What follows belongs to an exercise in optimizing a design on an open flow for small area and a short achievable clock period; a production flow would make more cautious choices.
Where RTL was checked, it was by simulation tests only, not by an equivalence proof against the original.
No functional check of the RTL was part of run 2.
No driver is modelled on the clock port, so clock power and skew are understated where the tree is cut down; a real chip needs a root buffer or a tree.
No activity file was given, so power comes from the tool's default toggle rates.

## flow/design.v (module list and top-level ports; edited modules follow where they fit)
// module ParallelFIR: 1009 lines
// module FullAdd: 5 lines
module ParallelFIR(input wire clk,
                   input wire signed [7:0] x,
                   output reg signed [17:0] y);
  // ...
==> flow/flow/run.sh <==
#!/bin/bash
# The standard layout with these changes to how it is made (the SDC and
# its clock period are unchanged):
#  - repair_timing keeps extra setup margin, so that it sizes the design for a
#    shorter achieved period;
#  - the clock tree uses larger sink clusters and no dummy loads, and after CTS
#    its branch level is removed and the root split in two (flatten_clock.tcl),
#    so every register is clocked through one root buffer and one leaf buffer;
#  - the port buffers are buf_2 cells.
# Each tool's full output is in the ORFS logs; make's output is in
# standard_cts.log and standard.log, the clock edit's in flatten_clock.log.
set -e
export SETUP_SLACK_MARGIN=7.95
export CTS_ARGS="-sink_clustering_enable -repair_clock_nets -dont_use_dummy_load -buf_list sky130_fd_sc_hd__clkbuf_16 -sink_clustering_size 30 -sink_clustering_max_diameter 200"
export BUFFER_PORTS_ARGS="-buffer_cell sky130_fd_sc_hd__buf_2"
bash standard.sh cts > standard_cts.log 2>&1
CLK_TWO_ROOTS=1 CTS_ODB=$PWD/orfs/results/$FLOW_PLATFORM/ParallelFIR/base/4_cts.odb openroad -no_init -exit flow/flatten_clock.tcl > flatten_clock.log 2>&1
bash standard.sh > standard.log 2>&1
==> flow/flow/flatten_clock.tcl <==
# Make the clock tree two levels deep: the leaf buffers that CTS hung below
# intermediate branch buffers are moved onto the root, and the branch buffers
# removed; then the leaves are split between two root buffers (east and west
# halves), each placed at the middle of its leaves.  Every register keeps the
# same structure (one root buffer + one leaf buffer) between the clock port and
# its clock pin.
set odb_file $::env(CTS_ODB)
read_db $odb_file
set block [ord::get_db_block]
set clk [$block findNet clk]
set roots {}
foreach it [$clk getITerms] { lappend roots [$it getInst] }
if {[llength $roots] != 1} { puts "root count [llength $roots], nothing done"; exit 0 }
set root [lindex $roots 0]
set rootnet [[$root findITerm X] getNet]
puts "root [$root getName] ([[$root getMaster] getName]) net [$rootnet getName]"
set mids {}
foreach it [$rootnet getITerms] {
  set inst [$it getInst]
  if {$inst eq $root} continue
  set m [[$inst getMaster] getName]
  if {![string match "sky130_fd_sc_hd__clkbuf_*" $m]} { puts "non-buffer load [$inst getName] $m, nothing done"; exit 0 }
  lappend mids $inst
}
set moved 0
foreach mid $mids {
  set out [[$mid findITerm X] getNet]
  set loads {}
  foreach it [$out getITerms] {
    if {[$it getInst] ne $mid} { lappend loads $it }
  }
  set ok 1
  foreach it $loads {
    if {![string match "sky130_fd_sc_hd__clkbuf_*" [[[$it getInst] getMaster] getName]]} { set ok 0 }
  }
  if {!$ok} { puts "[$mid getName] drives registers, kept"; continue }
  foreach it $loads {
    $it disconnect
    $it connect $rootnet
    incr moved
  }
  puts "removed [$mid getName] ([llength $loads] leaves)"
  odb::dbInst_destroy $mid
  odb::dbNet_destroy $out
}
puts "moved $moved leaf buffers onto [$rootnet getName]"

if {[info exists ::env(CLK_TWO_ROOTS)] && $::env(CLK_TWO_ROOTS)} {
  set leaves {}
  foreach it [$rootnet getITerms] {
    if {[$it getInst] ne $root} { lappend leaves $it }
  }
  if {[llength $leaves] >= 4} {
    # split by x at the median
    set xs {}
    foreach it $leaves { lappend xs [list [lindex [[$it getInst] getLocation] 0] $it] }
    set xs [lsort -integer -index 0 $xs]
    set half [expr {[llength $xs] / 2}]
    set west [lrange $xs 0 [expr {$half - 1}]]
    set east [lrange $xs $half end]
    set master [$root getMaster]
    set root2 [odb::dbInst_create $block $master "clkbuf_0b_clk"]
    set net2 [odb::dbNet_create $block "clknet_0b_clk"]
    $net2 setSigType CLOCK
    [$root2 findITerm A] connect $clk
    [$root2 findITerm X] connect $net2
    foreach e $east {
      set it [lindex $e 1]
      $it disconnect
      $it connect $net2
    }
    # place each root at the centroid of its leaves
    foreach pair [list [list $root $west] [list $root2 $east]] {
      set inst [lindex $pair 0]
      set sx 0; set sy 0; set n 0
      foreach e [lindex $pair 1] {
        set loc [[[lindex $e 1] getInst] getLocation]
        incr sx [lindex $loc 0]; incr sy [lindex $loc 1]; incr n
      }
      $inst setLocation [expr {$sx / $n}] [expr {$sy / $n}]
      $inst setPlacementStatus PLACED
    }
    puts "two roots: [llength $west] west, [llength $east] east leaves"
    detailed_placement
    check_placement
  }
}
write_db $odb_file
==> flow/standard.sh <==
#!/bin/bash
# synth_recipe.tcl (not shown) runs the flow's synth.tcl, then flattens the netlist and writes it again
# the make line also repeats each setting of config.mk as NAME=value (left out here)
make -C /OpenROAD-flow-scripts/flow DESIGN_CONFIG=/design/flow/config.mk WORK_HOME=/design/flow/orfs CLKGATE_MAP_FILE= SYNTH_SCRIPT=/design/flow/synth_recipe.tcl "${@:-finish}"
==> flow/config.mk <==
export PLATFORM = sky130hd
export DESIGN_NAME = ParallelFIR
export DESIGN_NICKNAME = ParallelFIR
export VERILOG_FILES = /design/flow/design.v
export SDC_FILE = /design/flow/constraint.sdc
export NUM_CORES = 4
export LEC_CHECK = 0
export CAP_MARGIN = 20
export CORE_MARGIN = 2
export CORE_UTILIZATION = 50
export SLEW_MARGIN = 20
export SYNTH_HIERARCHICAL = 1
export SYNTH_MINIMUM_KEEP_SIZE = 0
==> flow/constraint.sdc <==
create_clock -name core_clock -period 11.0 [get_ports {clk}]
set_input_delay 2.2000 -clock core_clock [delete_from_list [all_inputs] [get_ports {clk}]]
set_output_delay 2.2000 -clock core_clock [all_outputs]
set_load 0.01 [all_outputs]
==> flow_metrics.env, run 1 <==
export IMPL_status="complete, no violations"
export IMPL_finalNonFillerCells=1290
export IMPL_hold_ws_ps=339
export IMPL_synth_xor_area_share_pct=0.835
export IMPL_path_class="flop to output pin"
export IMPL_rsz0062_at_grt="yes"
export IMPL_buf_share_pct=1.07
export IMPL_final_net_count=1332
export IMPL_nNonClkBuffers=27
export IMPL_met1_usage_pct=24.0
export IMPL_worstSkewPairLatency_ps=350
export IMPL_place_gp_congestion=0.764
export IMPL_synthArstFlopShare_pct=0
export IMPL_fin_total_pwr_mw=4.77
export IMPL_regMostFlops="y"
export IMPL_sh_seq_area_pct=37.6
export IMPL_fin_skew_ps=18.5
export IMPL_cts_hold_buf=0
export IMPL_use_met2_pct=29.8
export IMPL_drc_errors=0
export IMPL_crit_path_end_kind="output pin"
export IMPL_cpPeakStageDelay_ps=320
export IMPL_ir_drop_v=0.000154
export IMPL_worstSetupEndpoint="y[5]"
export IMPL_synth_adder_area_share_pct=51.0
export IMPL_fin_util_pct=54.0
export IMPL_grt_pass1_vias=7263
export IMPL_drv_cap=0
export IMPL_post_route_min_period_ps=2990
export IMPL_multi_input_area_sq_um=7520
export IMPL_p_leak_nw=6.48
export IMPL_start_util_pct=50.7
==> module ParallelFIR, before the edit <==
module ParallelFIR(input wire clk,
                   input wire signed [7:0] x,
                   output reg signed [17:0] y);
  reg [7:0] x1, x2, x3, x4, x5, x6, x7, x8, x9, x10, x11, x12, x13, x14, x15, x16, x17;
  reg p4_0_0, p4_1_0, p4_1_1, p4_2_0, p4_2_1, p4_3_0, p4_3_1, p4_4_0, p4_4_1, p4_5_0, p4_5_1, p4_6_0, p4_6_1, p4_7_0, p4_7_1, p4_8_0, p4_8_1, p4_9_0, p4_9_1, p4_10_0, p4_10_1, p4_11_0, p4_11_1, p4_12_0, p3_0_0, p3_0_1, p3_1_0, p3_1_1, p3_2_0, p3_2_1, p3_3_0, p3_3_1, p3_4_0, p3_4_1, p3_5_0, p3_5_1, p3_6_0, p3_6_1, p3_7_0, p3_7_1, p3_8_0, p3_8_1, p3_9_0, p3_9_1, p3_10_0, p3_10_1, p3_11_0, p3_11_1, p3_12_0, p3_12_1, p3_13_0, p3_13_1, p3_14_0, p3_14_1, p2_0_0, p2_0_1, p2_1_0, p2_1_1, p2_2_0, p2_2_1, p2_3_0, p2_3_1, p2_4_0, p2_4_1, p2_5_0, p2_5_1, p2_6_0, p2_6_1, p2_7_0, p2_7_1, p2_8_0, p2_8_1, p2_9_0, p2_9_1, p2_10_0, p2_10_1, p2_11_0, p2_11_1, p2_12_0, p2_12_1, p2_13_0, p2_13_1, p2_14_0, p2_14_1, p2_15_0, p2_15_1, p2_16_0, p1_0_0, p1_0_1, p1_1_0, p1_1_1, p1_2_0, p1_2_1, p1_3_0, p1_3_1, p1_4_0, p1_4_1, p1_5_0, p1_5_1, p1_6_0, p1_6_1, p1_7_0, p1_7_1, p1_8_0, p1_8_1, p1_9_0, p1_9_1, p1_10_0, p1_10_1, p1_11_0, p1_11_1, p1_12_0, p1_12_1, p1_13_0, p1_13_1, p1_14_0, p1_14_1, p1_15_0, p1_15_1, p1_16_0, p1_16_1;
  wire [7:0] xo = {~x[7], x[6:0]};
  wire s1, c1;
  FullAdd u1 (.a(x12[2]), .b(x12[1]), .c(x15[3]), .s(s1), .co(c1));
  wire s2, c2;
  FullAdd u2 (.a(x12[3]), .b(x12[2]), .c(x12[0]), .s(s2), .co(c2));
  wire s3, c3;
  FullAdd u3 (.a(x13[1]), .b(x14[3]), .c(x14[1]), .s(s3), .co(c3));
  wire s4, c4;
  FullAdd u4 (.a(x12[4]), .b(x12[3]), .c(x12[1]), .s(s4), .co(c4));
  wire s5, c5;
  FullAdd u5 (.a(x13[2]), .b(x14[4]), .c(x14[2]), .s(s5), .co(c5));
  wire s6 = x15[5] ^ x16[4];
  wire c6 = x15[5] & x16[4];
  wire s7, c7;
  FullAdd u7 (.a(x12[5]), .b(x12[4]), .c(x12[2]), .s(s7), .co(c7));
  wire s8, c8;
  FullAdd u8 (.a(x13[3]), .b(x14[5]), .c(x14[3]), .s(s8), .co(c8));
  wire n9 = ~x17[5];
  wire s10, c10;
  FullAdd u10 (.a(x15[6]), .b(x16[5]), .c(n9), .s(s10), .co(c10));
  wire s11, c11;
  FullAdd u11 (.a(x12[6]), .b(x12[5]), .c(x12[3]), .s(s11), .co(c11));
  wire s12, c12;
  FullAdd u12 (.a(x13[4]), .b(x14[6]), .c(x14[4]), .s(s12), .co(c12));
  wire n13 = ~x17[6];
  wire s14, c14;
  FullAdd u14 (.a(x15[7]), .b(x16[6]), .c(n13), .s(s14), .co(c14));
  wire s15, c15;
  FullAdd u15 (.a(x12[7]), .b(x12[6]), .c(x12[4]), .s(s15), .co(c15));
  wire s16, c16;
  FullAdd u16 (.a(x13[5]), .b(x14[7]), .c(x14[5]), .s(s16), .co(c16));
  wire n17 = ~x17[7];
  wire s18 = x16[7] ^ n17;
  wire c18 = x16[7] & n17;
  wire s19 = x12[7] ^ x12[5];
  wire c19 = x12[7] & x12[5];
  wire s20 = x12[0] ^ x15[1];
  wire c20 = x12[0] & x15[1];
  wire s21, c21;
  FullAdd u21 (.a(x12[1]), .b(x12[0]), .c(x15[2]), .s(s21), .co(c21));
  wire n22 = ~x14[1];
  wire s23 = n22 ^ x16[1];
  wire c23 = n22 & x16[1];
  wire s24, c24;
  FullAdd u24 (.a(x13[0]), .b(x14[2]), .c(x14[0]), .s(s24), .co(c24));
  wire n25 = ~x17[2];
  wire s26, c26;
  FullAdd u26 (.a(x16[2]), .b(n25), .c(s1), .s(s26), .co(c26));
  wire s27, c27;
  FullAdd u27 (.a(x15[4]), .b(x16[3]), .c(c1), .s(s27), .co(c27));
  wire n28 = ~s2;
  wire s29, c29;
  FullAdd u29 (.a(x17[3]), .b(n28), .c(s3), .s(s29), .co(c29));
  wire s30, c30;
  FullAdd u30 (.a(s6), .b(c2), .c(s4), .s(s30), .co(c30));
  wire s31, c31;
  FullAdd u31 (.a(x17[4]), .b(c3), .c(s5), .s(s31), .co(c31));
  wire s32, c32;
  FullAdd u32 (.a(c6), .b(c4), .c(s7), .s(s32), .co(c32));
  wire n33 = ~s10;
  wire s34, c34;
  FullAdd u34 (.a(c5), .b(s8), .c(n33), .s(s34), .co(c34));
  wire s35, c35;
  FullAdd u35 (.a(c7), .b(c10), .c(s11), .s(s35), .co(c35));
  wire n36 = ~s14;
  wire s37, c37;
  FullAdd u37 (.a(c8), .b(s12), .c(n36), .s(s37), .co(c37));
  wire s38, c38;
  FullAdd u38 (.a(s18), .b(c11), .c(c14), .s(s38), .co(c38));
  wire n39 = ~s15;
  wire s40, c40;
  FullAdd u40 (.a(c12), .b(n39), .c(s16), .s(s40), .co(c40));
  wire s41, c41;
  FullAdd u41 (.a(s19), .b(c18), .c(c15), .s(s41), .co(c41));
  wire s42, c42;
  FullAdd u42 (.a(x13[6]), .b(x14[6]), .c(c16), .s(s42), .co(c42));
  wire n43 = ~x12[6];
  wire s44, c44;
  FullAdd u44 (.a(n43), .b(x13[7]), .c(x14[7]), .s(s44), .co(c44));
  wire s45 = x16[0] ^ s20;
  wire c45 = x16[0] & s20;
  wire s46, c46;
  FullAdd u46 (.a(c20), .b(s23), .c(s21), .s(s46), .co(c46));
  wire s47, c47;
  FullAdd u47 (.a(c23), .b(c21), .c(s26), .s(s47), .co(c47));
  wire n48 = ~c24;
  wire s49, c49;
  FullAdd u49 (.a(n48), .b(c26), .c(s27), .s(s49), .co(c49));
  wire n50 = ~s31;
  wire s51, c51;
  FullAdd u51 (.a(c27), .b(s30), .c(n50), .s(s51), .co(c51));
  wire n52 = ~c31;
  wire s53, c53;
  FullAdd u53 (.a(c30), .b(n52), .c(s32), .s(s53), .co(c53));
  wire n54 = ~c34;
  wire s55, c55;
  FullAdd u55 (.a(c32), .b(s35), .c(n54), .s(s55), .co(c55));
  wire n56 = ~c37;
  wire s57, c57;
  FullAdd u57 (.a(c35), .b(s38), .c(n56), .s(s57), .co(c57));
  wire n58 = ~s42;
  wire s59, c59;
  FullAdd u59 (.a(c38), .b(s41), .c(n58), .s(s59), .co(c59));
  wire n60 = ~s44;
  wire s61, c61;
  FullAdd u61 (.a(c19), .b(n60), .c(c41), .s(s61), .co(c61));
  wire n62 = ~x14[0];
  wire n63 = ~x17[0];
  wire s64 = n62 ^ n63;
  wire c64 = n62 & n63;
  wire n65 = ~x17[1];
  wire s66, c66;
  FullAdd u66 (.a(n65), .b(c45), .c(s46), .s(s66), .co(c66));
  wire n67 = ~s24;
  wire s68, c68;
  FullAdd u68 (.a(n67), .b(c46), .c(s47), .s(s68), .co(c68));
  wire n69 = ~s29;
  wire s70, c70;
  FullAdd u70 (.a(n69), .b(c47), .c(s49), .s(s70), .co(c70));
  wire n71 = ~c29;
  wire s72, c72;
  FullAdd u72 (.a(n71), .b(c49), .c(s51), .s(s72), .co(c72));
  wire n73 = ~s34;
  wire s74, c74;
  FullAdd u74 (.a(n73), .b(c51), .c(s53), .s(s74), .co(c74));
  wire n75 = ~s37;
  wire s76, c76;
  FullAdd u76 (.a(n75), .b(c53), .c(s55), .s(s76), .co(c76));
  wire n77 = ~s40;
  wire s78, c78;
  FullAdd u78 (.a(n77), .b(c55), .c(s57), .s(s78), .co(c78));
  wire n79 = ~c40;
  wire s80, c80;
  FullAdd u80 (.a(n79), .b(s59), .c(c57), .s(s80), .co(c80));
  wire n81 = ~c42;
  wire s82, c82;
  FullAdd u82 (.a(n81), .b(s61), .c(c59), .s(s82), .co(c82));
  wire n83 = ~c44;
  wire s84, c84;
  FullAdd u84 (.a(x12[7]), .b(n83), .c(c61), .s(s84), .co(c84));
  wire s85 = p4_4_0 ^ p4_4_1;
  wire c85 = p4_4_0 & p4_4_1;
  wire s86, c86;
  FullAdd u86 (.a(p4_5_0), .b(p4_5_1), .c(x9[4]), .s(s86), .co(c86));
  wire s87, c87;
  FullAdd u87 (.a(x9[1]), .b(x9[0]), .c(x10[2]), .s(s87), .co(c87));
  wire s88, c88;
  FullAdd u88 (.a(p4_6_0), .b(p4_6_1), .c(x9[5]), .s(s88), .co(c88));
  wire s89, c89;
  FullAdd u89 (.a(x9[2]), .b(x9[1]), .c(x10[3]), .s(s89), .co(c89));
  wire s90, c90;
  FullAdd u90 (.a(x10[0]), .b(x11[6]), .c(x11[5]), .s(s90), .co(c90));
  wire s91, c91;
  FullAdd u91 (.a(p4_7_0), .b(p4_7_1), .c(x9[6]), .s(s91), .co(c91));
  wire s92, c92;
  FullAdd u92 (.a(x9[3]), .b(x9[2]), .c(x10[4]), .s(s92), .co(c92));
  wire s93, c93;
  FullAdd u93 (.a(x10[1]), .b(x11[7]), .c(x11[6]), .s(s93), .co(c93));
  wire s94 = x12[5] ^ x12[3];
  wire c94 = x12[5] & x12[3];
  wire s95, c95;
  FullAdd u95 (.a(p4_8_0), .b(p4_8_1), .c(x9[7]), .s(s95), .co(c95));
  wire s96, c96;
  FullAdd u96 (.a(x9[4]), .b(x9[3]), .c(x10[5]), .s(s96), .co(c96));
  wire s97, c97;
  FullAdd u97 (.a(x10[2]), .b(x11[7]), .c(x11[5]), .s(s97), .co(c97));
  wire s98 = x12[6] ^ x12[4];
  wire c98 = x12[6] & x12[4];
  wire s99, c99;
  FullAdd u99 (.a(p4_9_0), .b(p4_9_1), .c(x9[5]), .s(s99), .co(c99));
  wire s100, c100;
  FullAdd u100 (.a(x9[4]), .b(x10[6]), .c(x12[7]), .s(s100), .co(c100));
  wire n101 = ~x10[3];
  wire n102 = ~x11[6];
  wire s103 = n101 ^ n102;
  wire c103 = n101 & n102;
  wire s104, c104;
  FullAdd u104 (.a(p4_10_0), .b(p4_10_1), .c(x9[6]), .s(s104), .co(c104));
  wire s105 = x9[5] ^ x10[7];
  wire c105 = x9[5] & x10[7];
  wire s106, c106;
  FullAdd u106 (.a(p4_3_0), .b(p4_3_1), .c(x9[2]), .s(s106), .co(c106));
  wire s107, c107;
  FullAdd u107 (.a(x9[3]), .b(x9[0]), .c(x10[1]), .s(s107), .co(c107));
  wire s108, c108;
  FullAdd u108 (.a(x11[4]), .b(x11[3]), .c(x11[1]), .s(s108), .co(c108));
  wire s109, c109;
  FullAdd u109 (.a(x11[5]), .b(x11[4]), .c(x11[2]), .s(s109), .co(c109));
  wire s110, c110;
  FullAdd u110 (.a(x12[3]), .b(x12[1]), .c(c85), .s(s110), .co(c110));
  wire s111 = s86 ^ s87;
  wire c111 = s86 & s87;
  wire s112, c112;
  FullAdd u112 (.a(x12[4]), .b(x12[2]), .c(c86), .s(s112), .co(c112));
  wire s113, c113;
  FullAdd u113 (.a(c87), .b(s88), .c(s89), .s(s113), .co(c113));
  wire s114, c114;
  FullAdd u114 (.a(x11[3]), .b(x11[1]), .c(s90), .s(s114), .co(c114));
  wire s115, c115;
  FullAdd u115 (.a(s94), .b(c88), .c(c89), .s(s115), .co(c115));
  wire s116, c116;
  FullAdd u116 (.a(x11[4]), .b(x11[2]), .c(c90), .s(s116), .co(c116));
  wire n117 = ~s93;
  wire s118, c118;
  FullAdd u118 (.a(s91), .b(s92), .c(n117), .s(s118), .co(c118));
  wire s119, c119;
  FullAdd u119 (.a(c94), .b(s98), .c(c91), .s(s119), .co(c119));
  wire s120, c120;
  FullAdd u120 (.a(c92), .b(s95), .c(s96), .s(s120), .co(c120));
  wire s121, c121;
  FullAdd u121 (.a(x11[3]), .b(c93), .c(s97), .s(s121), .co(c121));
  wire s122, c122;
  FullAdd u122 (.a(x12[5]), .b(c98), .c(s103), .s(s122), .co(c122));
  wire s123, c123;
  FullAdd u123 (.a(c95), .b(c96), .c(s99), .s(s123), .co(c123));
  wire n124 = ~s100;
  wire s125, c125;
  FullAdd u125 (.a(x11[4]), .b(c97), .c(n124), .s(s125), .co(c125));
  wire s126, c126;
  FullAdd u126 (.a(x10[4]), .b(x11[7]), .c(x11[5]), .s(s126), .co(c126));
  wire s127, c127;
  FullAdd u127 (.a(x12[6]), .b(s105), .c(c103), .s(s127), .co(c127));
  wire s128, c128;
  FullAdd u128 (.a(c99), .b(c100), .c(s104), .s(s128), .co(c128));
  wire s129, c129;
  FullAdd u129 (.a(p4_11_0), .b(p4_11_1), .c(x9[7]), .s(s129), .co(c129));
  wire s130, c130;
  FullAdd u130 (.a(x9[6]), .b(x12[7]), .c(c105), .s(s130), .co(c130));
  wire n131 = ~c104;
  wire s132, c132;
  FullAdd u132 (.a(x10[5]), .b(x11[6]), .c(n131), .s(s132), .co(c132));
  wire s133 = p4_12_0 ^ x9[7];
  wire c133 = p4_12_0 & x9[7];
  wire s134 = p4_1_0 ^ p4_1_1;
  wire c134 = p4_1_0 & p4_1_1;
  wire s135, c135;
  FullAdd u135 (.a(p4_2_0), .b(p4_2_1), .c(x9[1]), .s(s135), .co(c135));
  wire n136 = ~x11[2];
  wire n137 = ~x11[1];
  wire s138 = n136 ^ n137;
  wire c138 = n136 & n137;
  wire s139, c139;
  FullAdd u139 (.a(x11[3]), .b(x11[2]), .c(x11[0]), .s(s139), .co(c139));
  wire s140, c140;
  FullAdd u140 (.a(x10[0]), .b(x12[1]), .c(s106), .s(s140), .co(c140));
  wire s141, c141;
  FullAdd u141 (.a(x12[2]), .b(x12[0]), .c(s85), .s(s141), .co(c141));
  wire n142 = ~s108;
  wire s143, c143;
  FullAdd u143 (.a(c106), .b(s107), .c(n142), .s(s143), .co(c143));
  wire s144, c144;
  FullAdd u144 (.a(x11[0]), .b(c108), .c(s109), .s(s144), .co(c144));
  wire s145, c145;
  FullAdd u145 (.a(c107), .b(s110), .c(s111), .s(s145), .co(c145));
  wire s146, c146;
  FullAdd u146 (.a(c110), .b(c111), .c(s112), .s(s146), .co(c146));
  wire n147 = ~s113;
  wire s148, c148;
  FullAdd u148 (.a(c109), .b(n147), .c(s114), .s(s148), .co(c148));
  wire s149, c149;
  FullAdd u149 (.a(c112), .b(c113), .c(s115), .s(s149), .co(c149));
  wire n150 = ~s118;
  wire s151, c151;
  FullAdd u151 (.a(c114), .b(s116), .c(n150), .s(s151), .co(c151));
  wire s152, c152;
  FullAdd u152 (.a(c115), .b(s119), .c(s120), .s(s152), .co(c152));
  wire n153 = ~c118;
  wire s154, c154;
  FullAdd u154 (.a(c116), .b(s121), .c(n153), .s(s154), .co(c154));
  wire s155, c155;
  FullAdd u155 (.a(s122), .b(c119), .c(c120), .s(s155), .co(c155));
  wire n156 = ~s123;
  wire s157, c157;
  FullAdd u157 (.a(c121), .b(n156), .c(s125), .s(s157), .co(c157));
  wire s158, c158;
  FullAdd u158 (.a(c122), .b(s127), .c(c123), .s(s158), .co(c158));
  wire n159 = ~s128;
  wire s160, c160;
  FullAdd u160 (.a(s126), .b(n159), .c(c125), .s(s160), .co(c160));
  wire s161, c161;
  FullAdd u161 (.a(s129), .b(c127), .c(s130), .s(s161), .co(c161));
  wire n162 = ~c128;
  wire s163, c163;
  FullAdd u163 (.a(c126), .b(n162), .c(s132), .s(s163), .co(c163));
  wire s164, c164;
  FullAdd u164 (.a(s133), .b(c129), .c(c130), .s(s164), .co(c164));
  wire s165, c165;
  FullAdd u165 (.a(x10[6]), .b(x11[7]), .c(c132), .s(s165), .co(c165));
  wire s166 = x9[0] ^ s134;
  wire c166 = x9[0] & s134;
  wire s167, c167;
  FullAdd u167 (.a(x12[0]), .b(c134), .c(s138), .s(s167), .co(c167));
  wire s168, c168;
  FullAdd u168 (.a(c138), .b(c135), .c(s140), .s(s168), .co(c168));
  wire s169, c169;
  FullAdd u169 (.a(s141), .b(c140), .c(s143), .s(s169), .co(c169));
  wire s170, c170;
  FullAdd u170 (.a(c141), .b(c143), .c(s145), .s(s170), .co(c170));
  wire n171 = ~c144;
  wire s172, c172;
  FullAdd u172 (.a(n171), .b(c145), .c(s146), .s(s172), .co(c172));
  wire n173 = ~c148;
  wire s174, c174;
  FullAdd u174 (.a(c146), .b(s149), .c(n173), .s(s174), .co(c174));
  wire n175 = ~c151;
  wire s176, c176;
  FullAdd u176 (.a(c149), .b(s152), .c(n175), .s(s176), .co(c176));
  wire n177 = ~c154;
  wire s178, c178;
  FullAdd u178 (.a(c152), .b(s155), .c(n177), .s(s178), .co(c178));
  wire n179 = ~c157;
  wire s180, c180;
  FullAdd u180 (.a(c155), .b(s158), .c(n179), .s(s180), .co(c180));
  wire n181 = ~c160;
  wire s182, c182;
  FullAdd u182 (.a(s161), .b(c158), .c(n181), .s(s182), .co(c182));
  wire n183 = ~c163;
  wire s184, c184;
  FullAdd u184 (.a(c161), .b(s164), .c(n183), .s(s184), .co(c184));
  wire n185 = ~x10[7];
  wire s186, c186;
  FullAdd u186 (.a(n185), .b(c133), .c(c164), .s(s186), .co(c186));
  wire n187 = ~x11[0];
  wire s188 = n137 ^ n187;
  wire c188 = n137 & n187;
  wire s189, c189;
  FullAdd u189 (.a(s135), .b(c166), .c(s167), .s(s189), .co(c189));
  wire n190 = ~s139;
  wire s191, c191;
  FullAdd u191 (.a(n190), .b(c167), .c(s168), .s(s191), .co(c191));
  wire n192 = ~c139;
  wire s193, c193;
  FullAdd u193 (.a(n192), .b(c168), .c(s169), .s(s193), .co(c193));
  wire n194 = ~s144;
  wire s195, c195;
  FullAdd u195 (.a(n194), .b(c169), .c(s170), .s(s195), .co(c195));
  wire n196 = ~s148;
  wire s197, c197;
  FullAdd u197 (.a(n196), .b(c170), .c(s172), .s(s197), .co(c197));
  wire n198 = ~s151;
  wire s199, c199;
  FullAdd u199 (.a(n198), .b(c172), .c(s174), .s(s199), .co(c199));
  wire n200 = ~s154;
  wire s201, c201;
  FullAdd u201 (.a(n200), .b(c174), .c(s176), .s(s201), .co(c201));
  wire n202 = ~s157;
  wire s203, c203;
  FullAdd u203 (.a(n202), .b(c176), .c(s178), .s(s203), .co(c203));
  wire n204 = ~s160;
  wire s205, c205;
  FullAdd u205 (.a(n204), .b(c178), .c(s180), .s(s205), .co(c205));
  wire n206 = ~s163;
  wire s207, c207;
  FullAdd u207 (.a(n206), .b(c180), .c(s182), .s(s207), .co(c207));
  wire n208 = ~s165;
  wire s209, c209;
  FullAdd u209 (.a(n208), .b(c182), .c(s184), .s(s209), .co(c209));
  wire n210 = ~c165;
  wire s211, c211;
  FullAdd u211 (.a(n210), .b(s186), .c(c184), .s(s211), .co(c211));
  wire s212 = 1'b1 ^ p3_4_0;
  wire c212 = 1'b1 & p3_4_0;
  wire s213 = 1'b1 ^ p3_5_0 ^ p3_5_1;
  wire c213 = (1'b1 & p3_5_0) | (1'b1 & p3_5_1) | (p3_5_0 & p3_5_1);
  wire s214, c214;
  FullAdd u214 (.a(x7[2]), .b(x8[4]), .c(x8[1]), .s(s214), .co(c214));
  wire s215 = 1'b1 ^ p3_6_0 ^ p3_6_1;
  wire c215 = (1'b1 & p3_6_0) | (1'b1 & p3_6_1) | (p3_6_0 & p3_6_1);
  wire s216, c216;
  FullAdd u216 (.a(x7[3]), .b(x8[5]), .c(x8[2]), .s(s216), .co(c216));
  wire s217, c217;
  FullAdd u217 (.a(x6[6]), .b(x6[5]), .c(x6[3]), .s(s217), .co(c217));
  wire s218, c218;
  FullAdd u218 (.a(p3_7_0), .b(p3_7_1), .c(x7[4]), .s(s218), .co(c218));
  wire s219, c219;
  FullAdd u219 (.a(x8[6]), .b(x8[3]), .c(x8[2]), .s(s219), .co(c219));
  wire s220, c220;
  FullAdd u220 (.a(x6[7]), .b(x6[6]), .c(x6[4]), .s(s220), .co(c220));
  wire n221 = ~x6[2];
  wire n222 = ~x7[1];
  wire s223 = n221 ^ n222;
  wire c223 = n221 & n222;
  wire s224, c224;
  FullAdd u224 (.a(p3_8_0), .b(p3_8_1), .c(x7[5]), .s(s224), .co(c224));
  wire s225, c225;
  FullAdd u225 (.a(x8[7]), .b(x8[4]), .c(x8[3]), .s(s225), .co(c225));
  wire s226, c226;
  FullAdd u226 (.a(x6[7]), .b(x6[5]), .c(x6[3]), .s(s226), .co(c226));
  wire s227 = 1'b1 ^ p3_9_0 ^ p3_9_1;
  wire c227 = (1'b1 & p3_9_0) | (1'b1 & p3_9_1) | (p3_9_0 & p3_9_1);
  wire s228, c228;
  FullAdd u228 (.a(x7[6]), .b(x8[5]), .c(x8[4]), .s(s228), .co(c228));
  wire s229, c229;
  FullAdd u229 (.a(p3_10_0), .b(p3_10_1), .c(x7[7]), .s(s229), .co(c229));
  wire s230 = 1'b1 ^ p3_1_0;
  wire c230 = 1'b1 & p3_1_0;
  wire s231 = 1'b1 ^ p3_2_0 ^ p3_2_1;
  wire c231 = (1'b1 & p3_2_0) | (1'b1 & p3_2_1) | (p3_2_0 & p3_2_1);
  wire s232 = 1'b1 ^ p3_3_0 ^ p3_3_1;
  wire c232 = (1'b1 & p3_3_0) | (1'b1 & p3_3_1) | (p3_3_0 & p3_3_1);
  wire s233, c233;
  FullAdd u233 (.a(x6[3]), .b(x6[2]), .c(x6[0]), .s(s233), .co(c233));
  wire s234, c234;
  FullAdd u234 (.a(p3_4_1), .b(x7[1]), .c(x8[3]), .s(s234), .co(c234));
  wire s235, c235;
  FullAdd u235 (.a(x6[4]), .b(x6[3]), .c(x6[1]), .s(s235), .co(c235));
  wire s236 = x8[0] ^ s212;
  wire c236 = x8[0] & s212;
  wire s237, c237;
  FullAdd u237 (.a(x6[5]), .b(x6[4]), .c(x6[2]), .s(s237), .co(c237));
  wire s238, c238;
  FullAdd u238 (.a(x8[0]), .b(c212), .c(s213), .s(s238), .co(c238));
  wire n239 = ~s214;
  wire s240, c240;
  FullAdd u240 (.a(x6[0]), .b(x9[5]), .c(n239), .s(s240), .co(c240));
  wire s241, c241;
  FullAdd u241 (.a(x6[1]), .b(x7[0]), .c(x9[6]), .s(s241), .co(c241));
  wire s242, c242;
  FullAdd u242 (.a(x8[1]), .b(c213), .c(c214), .s(s242), .co(c242));
  wire n243 = ~s217;
  wire s244, c244;
  FullAdd u244 (.a(s215), .b(s216), .c(n243), .s(s244), .co(c244));
  wire s245, c245;
  FullAdd u245 (.a(x9[0]), .b(s223), .c(c215), .s(s245), .co(c245));
  wire s246, c246;
  FullAdd u246 (.a(c216), .b(s218), .c(s219), .s(s246), .co(c246));
  wire s247, c247;
  FullAdd u247 (.a(x9[7]), .b(c217), .c(s220), .s(s247), .co(c247));
  wire s248, c248;
  FullAdd u248 (.a(x9[1]), .b(c223), .c(c218), .s(s248), .co(c248));
  wire s249, c249;
  FullAdd u249 (.a(c219), .b(s224), .c(s225), .s(s249), .co(c249));
  wire s250, c250;
  FullAdd u250 (.a(x7[2]), .b(c220), .c(s226), .s(s250), .co(c250));
  wire s251, c251;
  FullAdd u251 (.a(x6[6]), .b(x6[4]), .c(x7[3]), .s(s251), .co(c251));
  wire s252, c252;
  FullAdd u252 (.a(x9[2]), .b(c224), .c(c225), .s(s252), .co(c252));
  wire n253 = ~c226;
  wire s254, c254;
  FullAdd u254 (.a(n253), .b(s227), .c(s228), .s(s254), .co(c254));
  wire s255, c255;
  FullAdd u255 (.a(x8[6]), .b(x8[5]), .c(x9[3]), .s(s255), .co(c255));
  wire s256, c256;
  FullAdd u256 (.a(x6[7]), .b(x6[5]), .c(x7[4]), .s(s256), .co(c256));
  wire s257, c257;
  FullAdd u257 (.a(c227), .b(c228), .c(s229), .s(s257), .co(c257));
  wire s258 = 1'b1 ^ p3_11_0 ^ p3_11_1;
  wire c258 = (1'b1 & p3_11_0) | (1'b1 & p3_11_1) | (p3_11_0 & p3_11_1);
  wire s259, c259;
  FullAdd u259 (.a(x8[7]), .b(x8[6]), .c(x9[4]), .s(s259), .co(c259));
  wire n260 = ~c229;
  wire s261, c261;
  FullAdd u261 (.a(x6[6]), .b(x7[5]), .c(n260), .s(s261), .co(c261));
  wire s262 = 1'b1 ^ p3_12_0 ^ p3_12_1;
  wire c262 = (1'b1 & p3_12_0) | (1'b1 & p3_12_1) | (p3_12_0 & p3_12_1);
  wire n263 = ~x8[7];
  wire s264, c264;
  FullAdd u264 (.a(x6[7]), .b(x7[6]), .c(n263), .s(s264), .co(c264));
  wire s265 = 1'b1 ^ p3_0_0;
  wire c265 = 1'b1 & p3_0_0;
  wire s266, c266;
  FullAdd u266 (.a(x6[1]), .b(x6[0]), .c(x9[1]), .s(s266), .co(c266));
  wire s267 = p3_1_1 ^ x8[0];
  wire c267 = p3_1_1 & x8[0];
  wire s268, c268;
  FullAdd u268 (.a(x6[2]), .b(x6[1]), .c(x9[2]), .s(s268), .co(c268));
  wire s269, c269;
  FullAdd u269 (.a(x8[1]), .b(c230), .c(s231), .s(s269), .co(c269));
  wire s270, c270;
  FullAdd u270 (.a(x7[0]), .b(x8[2]), .c(c231), .s(s270), .co(c270));
  wire n271 = ~s232;
  wire s272, c272;
  FullAdd u272 (.a(x9[3]), .b(n271), .c(s233), .s(s272), .co(c272));
  wire s273, c273;
  FullAdd u273 (.a(x9[4]), .b(c233), .c(s235), .s(s273), .co(c273));
  wire s274, c274;
  FullAdd u274 (.a(c232), .b(s234), .c(s236), .s(s274), .co(c274));
  wire s275, c275;
  FullAdd u275 (.a(c234), .b(c236), .c(s238), .s(s275), .co(c275));
  wire s276, c276;
  FullAdd u276 (.a(c235), .b(s237), .c(s240), .s(s276), .co(c276));
  wire s277, c277;
  FullAdd u277 (.a(c237), .b(s241), .c(c240), .s(s277), .co(c277));
  wire s278, c278;
  FullAdd u278 (.a(c238), .b(s242), .c(s244), .s(s278), .co(c278));
  wire s279, c279;
  FullAdd u279 (.a(c242), .b(s245), .c(s246), .s(s279), .co(c279));
  wire n280 = ~c244;
  wire s281, c281;
  FullAdd u281 (.a(c241), .b(s247), .c(n280), .s(s281), .co(c281));
  wire s282, c282;
  FullAdd u282 (.a(c245), .b(c246), .c(s248), .s(s282), .co(c282));
  wire n283 = ~s249;
  wire s284, c284;
  FullAdd u284 (.a(c247), .b(n283), .c(s250), .s(s284), .co(c284));
  wire s285, c285;
  FullAdd u285 (.a(c248), .b(c249), .c(s252), .s(s285), .co(c285));
  wire n286 = ~s254;
  wire s287, c287;
  FullAdd u287 (.a(s251), .b(c250), .c(n286), .s(s287), .co(c287));
  wire s288, c288;
  FullAdd u288 (.a(s255), .b(c252), .c(c254), .s(s288), .co(c288));
  wire n289 = ~s257;
  wire s290, c290;
  FullAdd u290 (.a(c251), .b(s256), .c(n289), .s(s290), .co(c290));
  wire s291, c291;
  FullAdd u291 (.a(c255), .b(s258), .c(s259), .s(s291), .co(c291));
  wire n292 = ~c257;
  wire s293, c293;
  FullAdd u293 (.a(c256), .b(n292), .c(s261), .s(s293), .co(c293));
  wire s294, c294;
  FullAdd u294 (.a(x9[5]), .b(c258), .c(c259), .s(s294), .co(c294));
  wire n295 = ~s262;
  wire s296, c296;
  FullAdd u296 (.a(n295), .b(s264), .c(c261), .s(s296), .co(c296));
  wire s297, c297;
  FullAdd u297 (.a(p3_13_0), .b(p3_13_1), .c(x9[6]), .s(s297), .co(c297));
  wire n298 = ~c262;
  wire s299, c299;
  FullAdd u299 (.a(x7[7]), .b(n298), .c(c264), .s(s299), .co(c299));
  wire s300 = 1'b1 ^ p3_14_0 ^ p3_14_1;
  wire c300 = (1'b1 & p3_14_0) | (1'b1 & p3_14_1) | (p3_14_0 & p3_14_1);
  wire n301 = ~p3_0_1;
  wire n302 = ~x6[0];
  wire s303 = n301 ^ n302;
  wire c303 = n301 & n302;
  wire s304, c304;
  FullAdd u304 (.a(c265), .b(s267), .c(s230), .s(s304), .co(c304));
  wire n305 = ~c267;
  wire s306, c306;
  FullAdd u306 (.a(n305), .b(c266), .c(s268), .s(s306), .co(c306));
  wire n307 = ~c268;
  wire s308, c308;
  FullAdd u308 (.a(n307), .b(c269), .c(s270), .s(s308), .co(c308));
  wire n309 = ~c270;
  wire s310, c310;
  FullAdd u310 (.a(n309), .b(s273), .c(c272), .s(s310), .co(c310));
  wire n311 = ~c273;
  wire s312, c312;
  FullAdd u312 (.a(n311), .b(c274), .c(s275), .s(s312), .co(c312));
  wire n313 = ~c275;
  wire s314, c314;
  FullAdd u314 (.a(n313), .b(c276), .c(s277), .s(s314), .co(c314));
  wire n315 = ~c277;
  wire s316, c316;
  FullAdd u316 (.a(n315), .b(s279), .c(c278), .s(s316), .co(c316));
  wire n317 = ~c281;
  wire s318, c318;
  FullAdd u318 (.a(c279), .b(s282), .c(n317), .s(s318), .co(c318));
  wire n319 = ~c284;
  wire s320, c320;
  FullAdd u320 (.a(c282), .b(s285), .c(n319), .s(s320), .co(c320));
  wire n321 = ~c287;
  wire s322, c322;
  FullAdd u322 (.a(c285), .b(s288), .c(n321), .s(s322), .co(c322));
  wire n323 = ~c290;
  wire s324, c324;
  FullAdd u324 (.a(s291), .b(c288), .c(n323), .s(s324), .co(c324));
  wire n325 = ~c293;
  wire s326, c326;
  FullAdd u326 (.a(c291), .b(s294), .c(n325), .s(s326), .co(c326));
  wire n327 = ~s299;
  wire s328, c328;
  FullAdd u328 (.a(s297), .b(c294), .c(n327), .s(s328), .co(c328));
  wire s329, c329;
  FullAdd u329 (.a(x9[7]), .b(c297), .c(s300), .s(s329), .co(c329));
  wire s330 = s265 ^ s303;
  wire c330 = s265 & s303;
  wire n331 = ~s266;
  wire s332, c332;
  FullAdd u332 (.a(c303), .b(n331), .c(s304), .s(s332), .co(c332));
  wire n333 = ~s306;
  wire s334, c334;
  FullAdd u334 (.a(c304), .b(n333), .c(s269), .s(s334), .co(c334));
  wire n335 = ~s308;
  wire s336, c336;
  FullAdd u336 (.a(c306), .b(s272), .c(n335), .s(s336), .co(c336));
  wire n337 = ~s310;
  wire s338, c338;
  FullAdd u338 (.a(s274), .b(c308), .c(n337), .s(s338), .co(c338));
  wire n339 = ~s312;
  wire s340, c340;
  FullAdd u340 (.a(c310), .b(s276), .c(n339), .s(s340), .co(c340));
  wire n341 = ~s314;
  wire s342, c342;
  FullAdd u342 (.a(s278), .b(c312), .c(n341), .s(s342), .co(c342));
  wire n343 = ~s316;
  wire s344, c344;
  FullAdd u344 (.a(s281), .b(c314), .c(n343), .s(s344), .co(c344));
  wire n345 = ~s284;
  wire s346, c346;
  FullAdd u346 (.a(n345), .b(c316), .c(s318), .s(s346), .co(c346));
  wire n347 = ~s287;
  wire s348, c348;
  FullAdd u348 (.a(n347), .b(c318), .c(s320), .s(s348), .co(c348));
  wire n349 = ~s290;
  wire s350, c350;
  FullAdd u350 (.a(n349), .b(c320), .c(s322), .s(s350), .co(c350));
  wire n351 = ~s293;
  wire s352, c352;
  FullAdd u352 (.a(n351), .b(c322), .c(s324), .s(s352), .co(c352));
  wire n353 = ~s296;
  wire s354, c354;
  FullAdd u354 (.a(n353), .b(c324), .c(s326), .s(s354), .co(c354));
  wire n355 = ~c296;
  wire s356, c356;
  FullAdd u356 (.a(n355), .b(s328), .c(c326), .s(s356), .co(c356));
  wire n357 = ~c299;
  wire s358, c358;
  FullAdd u358 (.a(n357), .b(s329), .c(c328), .s(s358), .co(c358));
  wire s359 = 1'b1 ^ c300 ^ c329;
  wire c359 = (1'b1 & c300) | (1'b1 & c329) | (c300 & c329);
  wire s360 = p2_3_0 ^ x1[2];
  wire c360 = p2_3_0 & x1[2];
  wire s361, c361;
  FullAdd u361 (.a(p2_4_1), .b(x1[3]), .c(x2[4]), .s(s361), .co(c361));
  wire s362, c362;
  FullAdd u362 (.a(x5[3]), .b(x5[2]), .c(x5[0]), .s(s362), .co(c362));
  wire s363, c363;
  FullAdd u363 (.a(p2_5_0), .b(x1[4]), .c(x2[5]), .s(s363), .co(c363));
  wire s364, c364;
  FullAdd u364 (.a(x5[4]), .b(x5[3]), .c(x5[1]), .s(s364), .co(c364));
  wire s365 = x6[3] ^ x6[1];
  wire c365 = x6[3] & x6[1];
  wire s366, c366;
  FullAdd u366 (.a(p2_6_1), .b(x1[5]), .c(x2[6]), .s(s366), .co(c366));
  wire s367, c367;
  FullAdd u367 (.a(x5[5]), .b(x5[4]), .c(x5[2]), .s(s367), .co(c367));
  wire s368, c368;
  FullAdd u368 (.a(p2_6_0), .b(x3[5]), .c(x3[3]), .s(s368), .co(c368));
  wire s369, c369;
  FullAdd u369 (.a(p2_7_0), .b(x1[6]), .c(x2[7]), .s(s369), .co(c369));
  wire s370, c370;
  FullAdd u370 (.a(x5[6]), .b(x5[5]), .c(x5[3]), .s(s370), .co(c370));
  wire s371, c371;
  FullAdd u371 (.a(p2_7_1), .b(x3[6]), .c(x3[4]), .s(s371), .co(c371));
  wire s372, c372;
  FullAdd u372 (.a(p2_8_1), .b(x1[7]), .c(x5[7]), .s(s372), .co(c372));
  wire s373, c373;
  FullAdd u373 (.a(x5[6]), .b(x5[4]), .c(x6[6]), .s(s373), .co(c373));
  wire n374 = ~p2_8_0;
  wire n375 = ~x3[7];
  wire s376 = n374 ^ n375;
  wire c376 = n374 & n375;
  wire s377, c377;
  FullAdd u377 (.a(p2_9_0), .b(p2_9_1), .c(x5[7]), .s(s377), .co(c377));
  wire s378, c378;
  FullAdd u378 (.a(p2_2_0), .b(p2_2_1), .c(x1[1]), .s(s378), .co(c378));
  wire s379, c379;
  FullAdd u379 (.a(x2[3]), .b(x5[2]), .c(x5[1]), .s(s379), .co(c379));
  wire s380, c380;
  FullAdd u380 (.a(p2_3_1), .b(x3[2]), .c(x3[0]), .s(s380), .co(c380));
  wire s381, c381;
  FullAdd u381 (.a(p2_4_0), .b(x3[3]), .c(x3[1]), .s(s381), .co(c381));
  wire s382, c382;
  FullAdd u382 (.a(x6[2]), .b(x6[0]), .c(c360), .s(s382), .co(c382));
  wire s383 = s361 ^ s362;
  wire c383 = s361 & s362;
  wire s384, c384;
  FullAdd u384 (.a(p2_5_1), .b(x3[4]), .c(x3[2]), .s(s384), .co(c384));
  wire s385, c385;
  FullAdd u385 (.a(s365), .b(c361), .c(c362), .s(s385), .co(c385));
  wire n386 = ~x4[2];
  wire s387, c387;
  FullAdd u387 (.a(n386), .b(s363), .c(s364), .s(s387), .co(c387));
  wire s388, c388;
  FullAdd u388 (.a(x6[4]), .b(x6[2]), .c(c365), .s(s388), .co(c388));
  wire s389, c389;
  FullAdd u389 (.a(c363), .b(c364), .c(s366), .s(s389), .co(c389));
  wire n390 = ~s367;
  wire s391, c391;
  FullAdd u391 (.a(x4[3]), .b(n390), .c(s368), .s(s391), .co(c391));
  wire s392, c392;
  FullAdd u392 (.a(x6[5]), .b(x6[3]), .c(c366), .s(s392), .co(c392));
  wire s393, c393;
  FullAdd u393 (.a(c367), .b(s369), .c(s370), .s(s393), .co(c393));
  wire s394, c394;
  FullAdd u394 (.a(x4[4]), .b(c368), .c(s371), .s(s394), .co(c394));
  wire s395, c395;
  FullAdd u395 (.a(x6[4]), .b(s376), .c(c369), .s(s395), .co(c395));
  wire s396, c396;
  FullAdd u396 (.a(x3[5]), .b(x4[5]), .c(c371), .s(s396), .co(c396));
  wire s397, c397;
  FullAdd u397 (.a(c370), .b(s372), .c(s373), .s(s397), .co(c397));
  wire s398, c398;
  FullAdd u398 (.a(x5[5]), .b(x6[7]), .c(x6[5]), .s(s398), .co(c398));
  wire s399, c399;
  FullAdd u399 (.a(c376), .b(c372), .c(c373), .s(s399), .co(c399));
  wire n400 = ~s377;
  wire s401, c401;
  FullAdd u401 (.a(x3[6]), .b(x4[6]), .c(n400), .s(s401), .co(c401));
  wire s402, c402;
  FullAdd u402 (.a(p2_10_0), .b(p2_10_1), .c(x5[6]), .s(s402), .co(c402));
  wire n403 = ~x6[6];
  wire s404, c404;
  FullAdd u404 (.a(x3[7]), .b(x4[7]), .c(n403), .s(s404), .co(c404));
  wire s405, c405;
  FullAdd u405 (.a(p2_1_0), .b(p2_1_1), .c(x1[0]), .s(s405), .co(c405));
  wire s406, c406;
  FullAdd u406 (.a(x2[2]), .b(x5[1]), .c(x5[0]), .s(s406), .co(c406));
  wire s407 = x6[0] ^ s378;
  wire c407 = x6[0] & s378;
  wire s408, c408;
  FullAdd u408 (.a(x6[1]), .b(s360), .c(c378), .s(s408), .co(c408));
  wire n409 = ~s379;
  wire s410, c410;
  FullAdd u410 (.a(x4[0]), .b(n409), .c(s380), .s(s410), .co(c410));
  wire s411, c411;
  FullAdd u411 (.a(x4[1]), .b(c380), .c(s381), .s(s411), .co(c411));
  wire s412, c412;
  FullAdd u412 (.a(c379), .b(s382), .c(s383), .s(s412), .co(c412));
  wire s413, c413;
  FullAdd u413 (.a(c382), .b(c383), .c(s385), .s(s413), .co(c413));
  wire n414 = ~s387;
  wire s415, c415;
  FullAdd u415 (.a(c381), .b(s384), .c(n414), .s(s415), .co(c415));
  wire s416, c416;
  FullAdd u416 (.a(s388), .b(c385), .c(c387), .s(s416), .co(c416));
  wire n417 = ~s389;
  wire s418, c418;
  FullAdd u418 (.a(c384), .b(n417), .c(s391), .s(s418), .co(c418));
  wire s419, c419;
  FullAdd u419 (.a(c388), .b(c389), .c(s392), .s(s419), .co(c419));
  wire n420 = ~s393;
  wire s421, c421;
  FullAdd u421 (.a(n420), .b(s394), .c(c391), .s(s421), .co(c421));
  wire s422, c422;
  FullAdd u422 (.a(c392), .b(c393), .c(s395), .s(s422), .co(c422));
  wire n423 = ~s397;
  wire s424, c424;
  FullAdd u424 (.a(c394), .b(s396), .c(n423), .s(s424), .co(c424));
  wire s425, c425;
  FullAdd u425 (.a(s398), .b(c395), .c(c397), .s(s425), .co(c425));
  wire n426 = ~s399;
  wire s427, c427;
  FullAdd u427 (.a(c396), .b(n426), .c(s401), .s(s427), .co(c427));
  wire s428, c428;
  FullAdd u428 (.a(c398), .b(c377), .c(s402), .s(s428), .co(c428));
  wire n429 = ~c399;
  wire s430, c430;
  FullAdd u430 (.a(s404), .b(n429), .c(c401), .s(s430), .co(c430));
  wire s431, c431;
  FullAdd u431 (.a(p2_11_0), .b(p2_11_1), .c(x5[7]), .s(s431), .co(c431));
  wire n432 = ~c404;
  wire s433, c433;
  FullAdd u433 (.a(x6[7]), .b(c402), .c(n432), .s(s433), .co(c433));
  wire s434 = x2[1] ^ x5[0];
  wire c434 = x2[1] & x5[0];
  wire s435, c435;
  FullAdd u435 (.a(c405), .b(s406), .c(s407), .s(s435), .co(c435));
  wire s436, c436;
  FullAdd u436 (.a(c406), .b(c407), .c(s408), .s(s436), .co(c436));
  wire n437 = ~c408;
  wire s438, c438;
  FullAdd u438 (.a(n437), .b(s411), .c(c410), .s(s438), .co(c438));
  wire n439 = ~c411;
  wire s440, c440;
  FullAdd u440 (.a(n439), .b(c412), .c(s413), .s(s440), .co(c440));
  wire n441 = ~c415;
  wire s442, c442;
  FullAdd u442 (.a(c413), .b(s416), .c(n441), .s(s442), .co(c442));
  wire n443 = ~c418;
  wire s444, c444;
  FullAdd u444 (.a(c416), .b(s419), .c(n443), .s(s444), .co(c444));
  wire n445 = ~c421;
  wire s446, c446;
  FullAdd u446 (.a(c419), .b(s422), .c(n445), .s(s446), .co(c446));
  wire n447 = ~c424;
  wire s448, c448;
  FullAdd u448 (.a(c422), .b(s425), .c(n447), .s(s448), .co(c448));
  wire n449 = ~c427;
  wire s450, c450;
  FullAdd u450 (.a(s428), .b(c425), .c(n449), .s(s450), .co(c450));
  wire s451, c451;
  FullAdd u451 (.a(s431), .b(c428), .c(s433), .s(s451), .co(c451));
  wire s452, c452;
  FullAdd u452 (.a(p2_12_0), .b(p2_12_1), .c(c431), .s(s452), .co(c452));
  wire s453 = p2_0_0 ^ x2[0];
  wire c453 = p2_0_0 & x2[0];
  wire n454 = ~x3[0];
  wire s455, c455;
  FullAdd u455 (.a(n454), .b(s434), .c(s405), .s(s455), .co(c455));
  wire n456 = ~x3[1];
  wire s457, c457;
  FullAdd u457 (.a(n456), .b(c434), .c(s435), .s(s457), .co(c457));
  wire n458 = ~s410;
  wire s459, c459;
  FullAdd u459 (.a(n458), .b(c435), .c(s436), .s(s459), .co(c459));
  wire n460 = ~s438;
  wire s461, c461;
  FullAdd u461 (.a(s412), .b(c436), .c(n460), .s(s461), .co(c461));
  wire n462 = ~s440;
  wire s463, c463;
  FullAdd u463 (.a(c438), .b(s415), .c(n462), .s(s463), .co(c463));
  wire n464 = ~s418;
  wire s465, c465;
  FullAdd u465 (.a(n464), .b(c440), .c(s442), .s(s465), .co(c465));
  wire n466 = ~s421;
  wire s467, c467;
  FullAdd u467 (.a(n466), .b(c442), .c(s444), .s(s467), .co(c467));
  wire n468 = ~s424;
  wire s469, c469;
  FullAdd u469 (.a(n468), .b(c444), .c(s446), .s(s469), .co(c469));
  wire n470 = ~s427;
  wire s471, c471;
  FullAdd u471 (.a(n470), .b(c446), .c(s448), .s(s471), .co(c471));
  wire n472 = ~s430;
  wire s473, c473;
  FullAdd u473 (.a(n472), .b(c448), .c(s450), .s(s473), .co(c473));
  wire n474 = ~c430;
  wire s475, c475;
  FullAdd u475 (.a(n474), .b(s451), .c(c450), .s(s475), .co(c475));
  wire s476, c476;
  FullAdd u476 (.a(s452), .b(c433), .c(c451), .s(s476), .co(c476));
  wire s477, c477;
  FullAdd u477 (.a(p2_13_0), .b(p2_13_1), .c(c452), .s(s477), .co(c477));
  wire s478 = p2_14_0 ^ p2_14_1;
  wire c478 = p2_14_0 & p2_14_1;
  wire s479 = p2_15_0 ^ p2_15_1;
  wire c479 = p2_15_0 & p2_15_1;
  wire s480 = p1_1_0 ^ p1_1_1;
  wire c480 = p1_1_0 & p1_1_1;
  wire n481 = ~x1[1];
  wire s482, c482;
  FullAdd u482 (.a(p1_2_0), .b(p1_2_1), .c(n481), .s(s482), .co(c482));
  wire n483 = ~x1[2];
  wire s484, c484;
  FullAdd u484 (.a(p1_3_0), .b(p1_3_1), .c(n483), .s(s484), .co(c484));
  wire n485 = ~x1[3];
  wire s486, c486;
  FullAdd u486 (.a(p1_4_0), .b(p1_4_1), .c(n485), .s(s486), .co(c486));
  wire n487 = ~p1_5_0;
  wire s488, c488;
  FullAdd u488 (.a(n487), .b(p1_5_1), .c(x1[4]), .s(s488), .co(c488));
  wire n489 = ~p1_6_1;
  wire s490, c490;
  FullAdd u490 (.a(p1_6_0), .b(n489), .c(x1[5]), .s(s490), .co(c490));
  wire n491 = ~x1[6];
  wire s492, c492;
  FullAdd u492 (.a(p1_7_0), .b(p1_7_1), .c(n491), .s(s492), .co(c492));
  wire n493 = ~x1[7];
  wire s494, c494;
  FullAdd u494 (.a(p1_8_0), .b(p1_8_1), .c(n493), .s(s494), .co(c494));
  wire s495 = p1_9_0 ^ p1_9_1;
  wire c495 = p1_9_0 & p1_9_1;
  wire s496 = p1_10_0 ^ p1_10_1;
  wire c496 = p1_10_0 & p1_10_1;
  wire s497 = p1_11_0 ^ p1_11_1;
  wire c497 = p1_11_0 & p1_11_1;
  wire s498 = p1_12_0 ^ p1_12_1;
  wire c498 = p1_12_0 & p1_12_1;
  wire s499 = p1_13_0 ^ p1_13_1;
  wire c499 = p1_13_0 & p1_13_1;
  wire s500 = p1_14_0 ^ p1_14_1;
  wire c500 = p1_14_0 & p1_14_1;
  wire s501 = p1_15_0 ^ p1_15_1;
  wire c501 = p1_15_0 & p1_15_1;
  wire s502 = p1_16_0 ^ p1_16_1;
  wire c502 = p1_16_0 & p1_16_1;
  wire [17:0] r0 = {c502, c501, c500, c499, c498, c497, c496, c495, c494, c492, ~c490, ~c488, c486, c484, c482, c480, s480, p1_0_0};
  wire [17:0] r1 = {1'b1, s502, s501, s500, s499, s498, s497, s496, s495, s494, s492, ~s490, ~s488, s486, s484, s482, ~x1[0], ~p1_0_1};
  always @(posedge clk) begin
    x1 <= xo;
    x2 <= x1;
    x3 <= x2;
    x4 <= x3;
    x5 <= x4;
    x6 <= x5;
    x7 <= x6;
    x8 <= x7;
    x9 <= x8;
    x10 <= x9;
    x11 <= x10;
    x12 <= x11;
    x13 <= x12;
    x14 <= x13;
    x15 <= x14;
    x16 <= x15;
    x17 <= x16;
    p4_0_0 <= x15[0];
    p4_1_0 <= s64;
    p4_1_1 <= s45;
    p4_2_0 <= c64;
    p4_2_1 <= s66;
    p4_3_0 <= c66;
    p4_3_1 <= s68;
    p4_4_0 <= c68;
    p4_4_1 <= s70;
    p4_5_0 <= c70;
    p4_5_1 <= s72;
    p4_6_0 <= c72;
    p4_6_1 <= s74;
    p4_7_0 <= c74;
    p4_7_1 <= s76;
    p4_8_0 <= c76;
    p4_8_1 <= s78;
    p4_9_0 <= c78;
    p4_9_1 <= s80;
    p4_10_0 <= c80;
    p4_10_1 <= s82;
    p4_11_0 <= c82;
    p4_11_1 <= s84;
    p4_12_0 <= c84;
    p3_0_0 <= p4_0_0;
    p3_0_1 <= x11[0];
    p3_1_0 <= s188;
    p3_1_1 <= s166;
    p3_2_0 <= c188;
    p3_2_1 <= s189;
    p3_3_0 <= c189;
    p3_3_1 <= s191;
    p3_4_0 <= c191;
    p3_4_1 <= s193;
    p3_5_0 <= c193;
    p3_5_1 <= s195;
    p3_6_0 <= c195;
    p3_6_1 <= s197;
    p3_7_0 <= c197;
    p3_7_1 <= s199;
    p3_8_0 <= c199;
    p3_8_1 <= s201;
    p3_9_0 <= c201;
    p3_9_1 <= s203;
    p3_10_0 <= c203;
    p3_10_1 <= s205;
    p3_11_0 <= c205;
    p3_11_1 <= s207;
    p3_12_0 <= c207;
    p3_12_1 <= s209;
    p3_13_0 <= c209;
    p3_13_1 <= s211;
    p3_14_0 <= c211;
    p3_14_1 <= c186;
    p2_0_0 <= s330;
    p2_0_1 <= x9[0];
    p2_1_0 <= c330;
    p2_1_1 <= s332;
    p2_2_0 <= c332;
    p2_2_1 <= s334;
    p2_3_0 <= c334;
    p2_3_1 <= s336;
    p2_4_0 <= c336;
    p2_4_1 <= s338;
    p2_5_0 <= c338;
    p2_5_1 <= s340;
    p2_6_0 <= c340;
    p2_6_1 <= s342;
    p2_7_0 <= c342;
    p2_7_1 <= s344;
    p2_8_0 <= c344;
    p2_8_1 <= s346;
    p2_9_0 <= c346;
    p2_9_1 <= s348;
    p2_10_0 <= c348;
    p2_10_1 <= s350;
    p2_11_0 <= c350;
    p2_11_1 <= s352;
    p2_12_0 <= c352;
    p2_12_1 <= s354;
    p2_13_0 <= c354;
    p2_13_1 <= s356;
    p2_14_0 <= c356;
    p2_14_1 <= s358;
    p2_15_0 <= c358;
    p2_15_1 <= s359;
    p2_16_0 <= c359;
    p1_0_0 <= s453;
    p1_0_1 <= p2_0_1;
    p1_1_0 <= c453;
    p1_1_1 <= s455;
    p1_2_0 <= c455;
    p1_2_1 <= s457;
    p1_3_0 <= c457;
    p1_3_1 <= s459;
    p1_4_0 <= c459;
    p1_4_1 <= s461;
    p1_5_0 <= c461;
    p1_5_1 <= s463;
    p1_6_0 <= c463;
    p1_6_1 <= s465;
    p1_7_0 <= c465;
    p1_7_1 <= s467;
    p1_8_0 <= c467;
    p1_8_1 <= s469;
    p1_9_0 <= c469;
    p1_9_1 <= s471;
    p1_10_0 <= c471;
    p1_10_1 <= s473;
    p1_11_0 <= c473;
    p1_11_1 <= s475;
    p1_12_0 <= c475;
    p1_12_1 <= s476;
    p1_13_0 <= c476;
    p1_13_1 <= s477;
    p1_14_0 <= c477;
    p1_14_1 <= s478;
    p1_15_0 <= c478;
    p1_15_1 <= s479;
    p1_16_0 <= c479;
    p1_16_1 <= p2_16_0;
    y <= r0 + r1;
  end
endmodule
==> inputs of run 2 (changes only) <==
--- a/flow/design.v
+++ b/flow/design.v
@@ -867,4 +867,49 @@
   wire [17:0] r0 = {c502, c501, c500, c499, c498, c497, c496, c495, c494, c492, ~c490, ~c488, c486, c484, c482, c480, s480, p1_0_0};
   wire [17:0] r1 = {1'b1, s502, s501, s500, s499, s498, s497, s496, s495, s494, s492, ~s490, ~s488, s486, s484, s482, ~x1[0], ~p1_0_1};
+  wire [17:0] gp = r0 & r1;
+  wire [17:0] pp = r0 ^ r1;
+  wire g503 = gp[1] | (pp[1] & gp[0]);
+  wire g504 = gp[3] | (pp[3] & gp[2]);
+  wire q504 = pp[3] & pp[2];
+  wire g505 = gp[5] | (pp[5] & gp[4]);
+  wire q505 = pp[5] & pp[4];
+  wire g506 = gp[7] | (pp[7] & gp[6]);
+  wire q506 = pp[7] & pp[6];
+  wire g507 = gp[9] | (pp[9] & gp[8]);
+  wire q507 = pp[9] & pp[8];
+  wire g508 = gp[11] | (pp[11] & gp[10]);
+  wire q508 = pp[11] & pp[10];
+  wire g509 = gp[13] | (pp[13] & gp[12]);
+  wire q509 = pp[13] & pp[12];
+  wire g510 = gp[15] | (pp[15] & gp[14]);
+  wire q510 = pp[15] & pp[14];
+  wire g511 = gp[17] | (pp[17] & gp[16]);
+  wire q511 = pp[17] & pp[16];
+  wire g512 = g504 | (q504 & g503);
+  wire g513 = g506 | (q506 & g505);
+  wire q513 = q506 & q505;
+  wire g514 = g508 | (q508 & g507);
+  wire q514 = q508 & q507;
+  wire g515 = g510 | (q510 & g509);
+  wire q515 = q510 & q509;
+  wire g516 = g513 | (q513 & g512);
+  wire g517 = g515 | (q515 & g514);
+  wire q517 = q515 & q514;
+  wire g518 = g517 | (q517 & g516);
+  wire g519 = g514 | (q514 & g516);
+  wire g520 = g505 | (q505 & g512);
+  wire g521 = g507 | (q507 & g516);
+  wire g522 = g509 | (q509 & g519);
+  wire g523 = g511 | (q511 & g518);
+  wire g524 = gp[2] | (pp[2] & g503);
+  wire g525 = gp[4] | (pp[4] & g512);
+  wire g526 = gp[6] | (pp[6] & g520);
+  wire g527 = gp[8] | (pp[8] & g516);
+  wire g528 = gp[10] | (pp[10] & g521);
+  wire g529 = gp[12] | (pp[12] & g519);
+  wire g530 = gp[14] | (pp[14] & g522);
+  wire g531 = gp[16] | (pp[16] & g518);
+  wire [17:0] cy = {g531, g518, g530, g522, g529, g519, g528, g521, g527, g516, g526, g520, g525, g512, g524, g503, gp[0], 1'b0};
+  wire [17:0] sum = pp ^ cy;
   always @(posedge clk) begin
     x1 <= xo;
@@ -1006,5 +1051,5 @@
     p1_16_0 <= c479;
     p1_16_1 <= p2_16_0;
-    y <= r0 + r1;
+    y <= sum;
   end
 endmodule
==> run 2 against run 1 <==
Compared with the run above:
- combinational power down 6%
- setup slack better by 1.8 ps
- register-to-register slack about the same
- sequential power about the same
- final cell count down 2.0%
- still clean on timing, DRC and antenna
- critical endpoint is now y[11]
- routed wire length down 3.3%
- highest routed layer unchanged
- utilization about the same
- critical path type unchanged
- cell area down 0.64%
- global-route usage down 0.59 points
==> flow_metrics.env, run 2 <==
export IMPL_ir_drop_v=0.000129
export IMPL_hold_ws_ps=339
export IMPL_ys_types=22
export IMPL_rows=60
export IMPL_hold_viol=0
export IMPL_slowest_stage="dfxtp_1"
export IMPL_hpwl_mm=16.9
export IMPL_syn_nets=1271
export IMPL_crit_path_end_kind="output pin"
export IMPL_numPortBuffers=26
export IMPL_rsz0062_at_grt="yes"
export IMPL_path_class="flop to output pin"
export IMPL_reg2reg_to="p3_8_1"
export IMPL_synth_edff_count=0
export IMPL_regMostFlops="y"
export IMPL_path_cells="buf_2"
export IMPL_max_slew_margin_pct=67.9
export IMPL_clkSlewWorstSetupHoldPaths_ps=110
export IMPL_cp_max_fo=1
export IMPL_dr_pass1_iters=4
export IMPL_fin_total_pwr_mw=4.59
export IMPL_p_leak_nw=6.47
export IMPL_grt_usage_pct=16.9
export IMPL_die_x_um=168
export IMPL_yosysWarnings=7
export IMPL_worstSkewPairLatency_ps=360
export IMPL_cellPowerDensity_nw_per_um2=319
export IMPL_crit_path_start_kind="flop"
export IMPL_ys_seq_area_share_pct=40.1
export IMPL_mostFrequentLayoutCell="fa_1"
export IMPL_synthDominantCellAreaShare_pct=46.4
export IMPL_setup_tns_ps=0
export IMPL_drc_errors=0
export IMPL_min_to="p1_16_1"
export IMPL_hold_path_class="flop to flop"
export IMPL_grt_max_degree=31
export IMPL_fin_skew_ps=28.0
export IMPL_largest_reg_flops=18
export IMPL_syn_instance_count=884
export IMPL_grt_pass1_vias=7236
export IMPL_antenna_found_initial=0
export IMPL_worst_pin_slew_ps=481
export IMPL_fmax_mhz=334
export IMPL_grt_first_pass_wirelength_mm=36.6
export IMPL_min_from="p2_16_0"
export IMPL_final_net_count=1312
export IMPL_ys_ff_latch=270
export IMPL_start_util_pct=50.5
export IMPL_slew_viol_final=0
export IMPL_status="complete, no violations"
export IMPL_cpPeakStageDelay_ps=320
export IMPL_netlist_top_cells_count="fa_1, dfxtp_1, inv_1"
export IMPL_ys_flop_type="dfxtp_1"
export IMPL_drv_cap=0
export IMPL_r2r_slack_ps=8030
export IMPL_period_share_pct=27.2
export IMPL_gr_total_overflow=0
export IMPL_via_per_inst=4.62
export IMPL_place_gp_congestion=0.765
export IMPL_layout_common_cells="fa_1, dfxtp_1, inv_1"
export IMPL_antenna_left=0
export IMPL_die_area_sq_um=28300
export IMPL_min_path_cells=0
export IMPL_num_vias=5843
export IMPL_post_route_min_period_ps=2990
export IMPL_synthArstFlopShare_pct=0
export IMPL_core_sq_um=26700
export IMPL_antenna_cells=0
export IMPL_ff2ff_path_depth=5
export IMPL_syn_area_per_cell_sq_um=15.3
export IMPL_yosysMostFrequentCell="fa_1"
run 2: changes by cell type after synthesis, sizes merged, moves of 3 or more:
cell and change:
nor2 -3, a211oi -4, xnor2 -4, fa +8
a21oi -8, inv +11, a21o -4
run 2: Yosys stat by module (local to each module, per instance):
| module | times used | cells inside | cell area (sq um) |
|---|---|---|---|
| FullAdd | 304 | 1 | 20.0 |
| ParallelFIR | 1 | 580 | 7400 |
run 2: layout make-up:
| cell class | count | area, sq um |
|---|---|---|
| well taps | 341 | 427 |
| multi-input cells | 415 | 7350 |
| inverters | 199 | 747 |
| plain buffers | 1 | 25.0 |
| fillers | 2244 | 12300 |
| clock buffers | 10 | 250 |
| repair buffers | 28 | 145 |
| flip-flops and latches | 270 | 5470 |
run 2: per-layer routing:
layer | up-vias | GRT usage (%) | part of all wire (%)
met5 | - | 0 | 0
met4 | 0 | 3.97 | 1.4
met3 | 17 | 2.23 | 2.0
met2 | 45 | 30.5 | 54
met1 | 3130 | 21.7 | 43
li1 | 2651 | - | -
run 2: what timing repair did:
item                                    CTS  global route
gates resized for setup                  14            34
pin swaps                                 1             4
hold buffers                              0             0
setup buffers                             1             1
endpoints found under the setup margin   39            22
run 2: how the worst max path moves through the flow:
stage	from	to	slack, ps	cells past startpoint
2_1_floorplan	x9[3]	p3_8_1	8060	5
3_3_place_gp	x9[4]	p3_8_1	7850	5
3_5_place_dp	x9[3]	p3_8_1	7780	5
4_1_cts	y[2]	y[2]	7840	1
5_1_grt	x9[3]	p3_8_1	7910	5
6_report	y[11]	y[11]	8010	1
run 2: report_power, final:
| part | total (mW) | switching (mW) | internal [mW] |
|---|---|---|---|
| logic | 2.63 | 1.39 | 1.24 |
| clock network | 0.466 | 0.283 | 0.183 |
| registers | 1.50 | 0.149 | 1.35 |
| total | 4.59 | 1.82 | 2.77 |
run 2: cells by family (layout without fill, tap and decap cells):
logic type                 Yosys count  count (layout)  synth area share, %
AOI/OAI and AO/OA                   21              21                 1.17
xor gates and xnor gates             8               8                0.519
adders and majority gates          378             378                 52.5
buffers and inverters              199             238                 5.54
DFF                                270             270                 40.1
and+or+nand+nor                      8               8                0.232
run 2: metrics by stage:
step	area (sq um)	util, %	std cells	worst slack [ps]
detailed placement	14000	52.6	1251	7780
CTS	14400	53.8	1264	7840
global route	14400	54.0	1264	7910
global placement	14000	52.6	1251	7850
finish	14400	54.0	1264	8010
floorplan	13500	-	884	8060

Re-timed with assumed drivers on the ports (clkbuf_16 on the clock, buf_2 on other inputs), run 2 has 7.945 ns of setup slack against 8.008 ns with ideal ports, and 8.027 ns once port delays also move by the mid clock arrival of 0.406 ns.
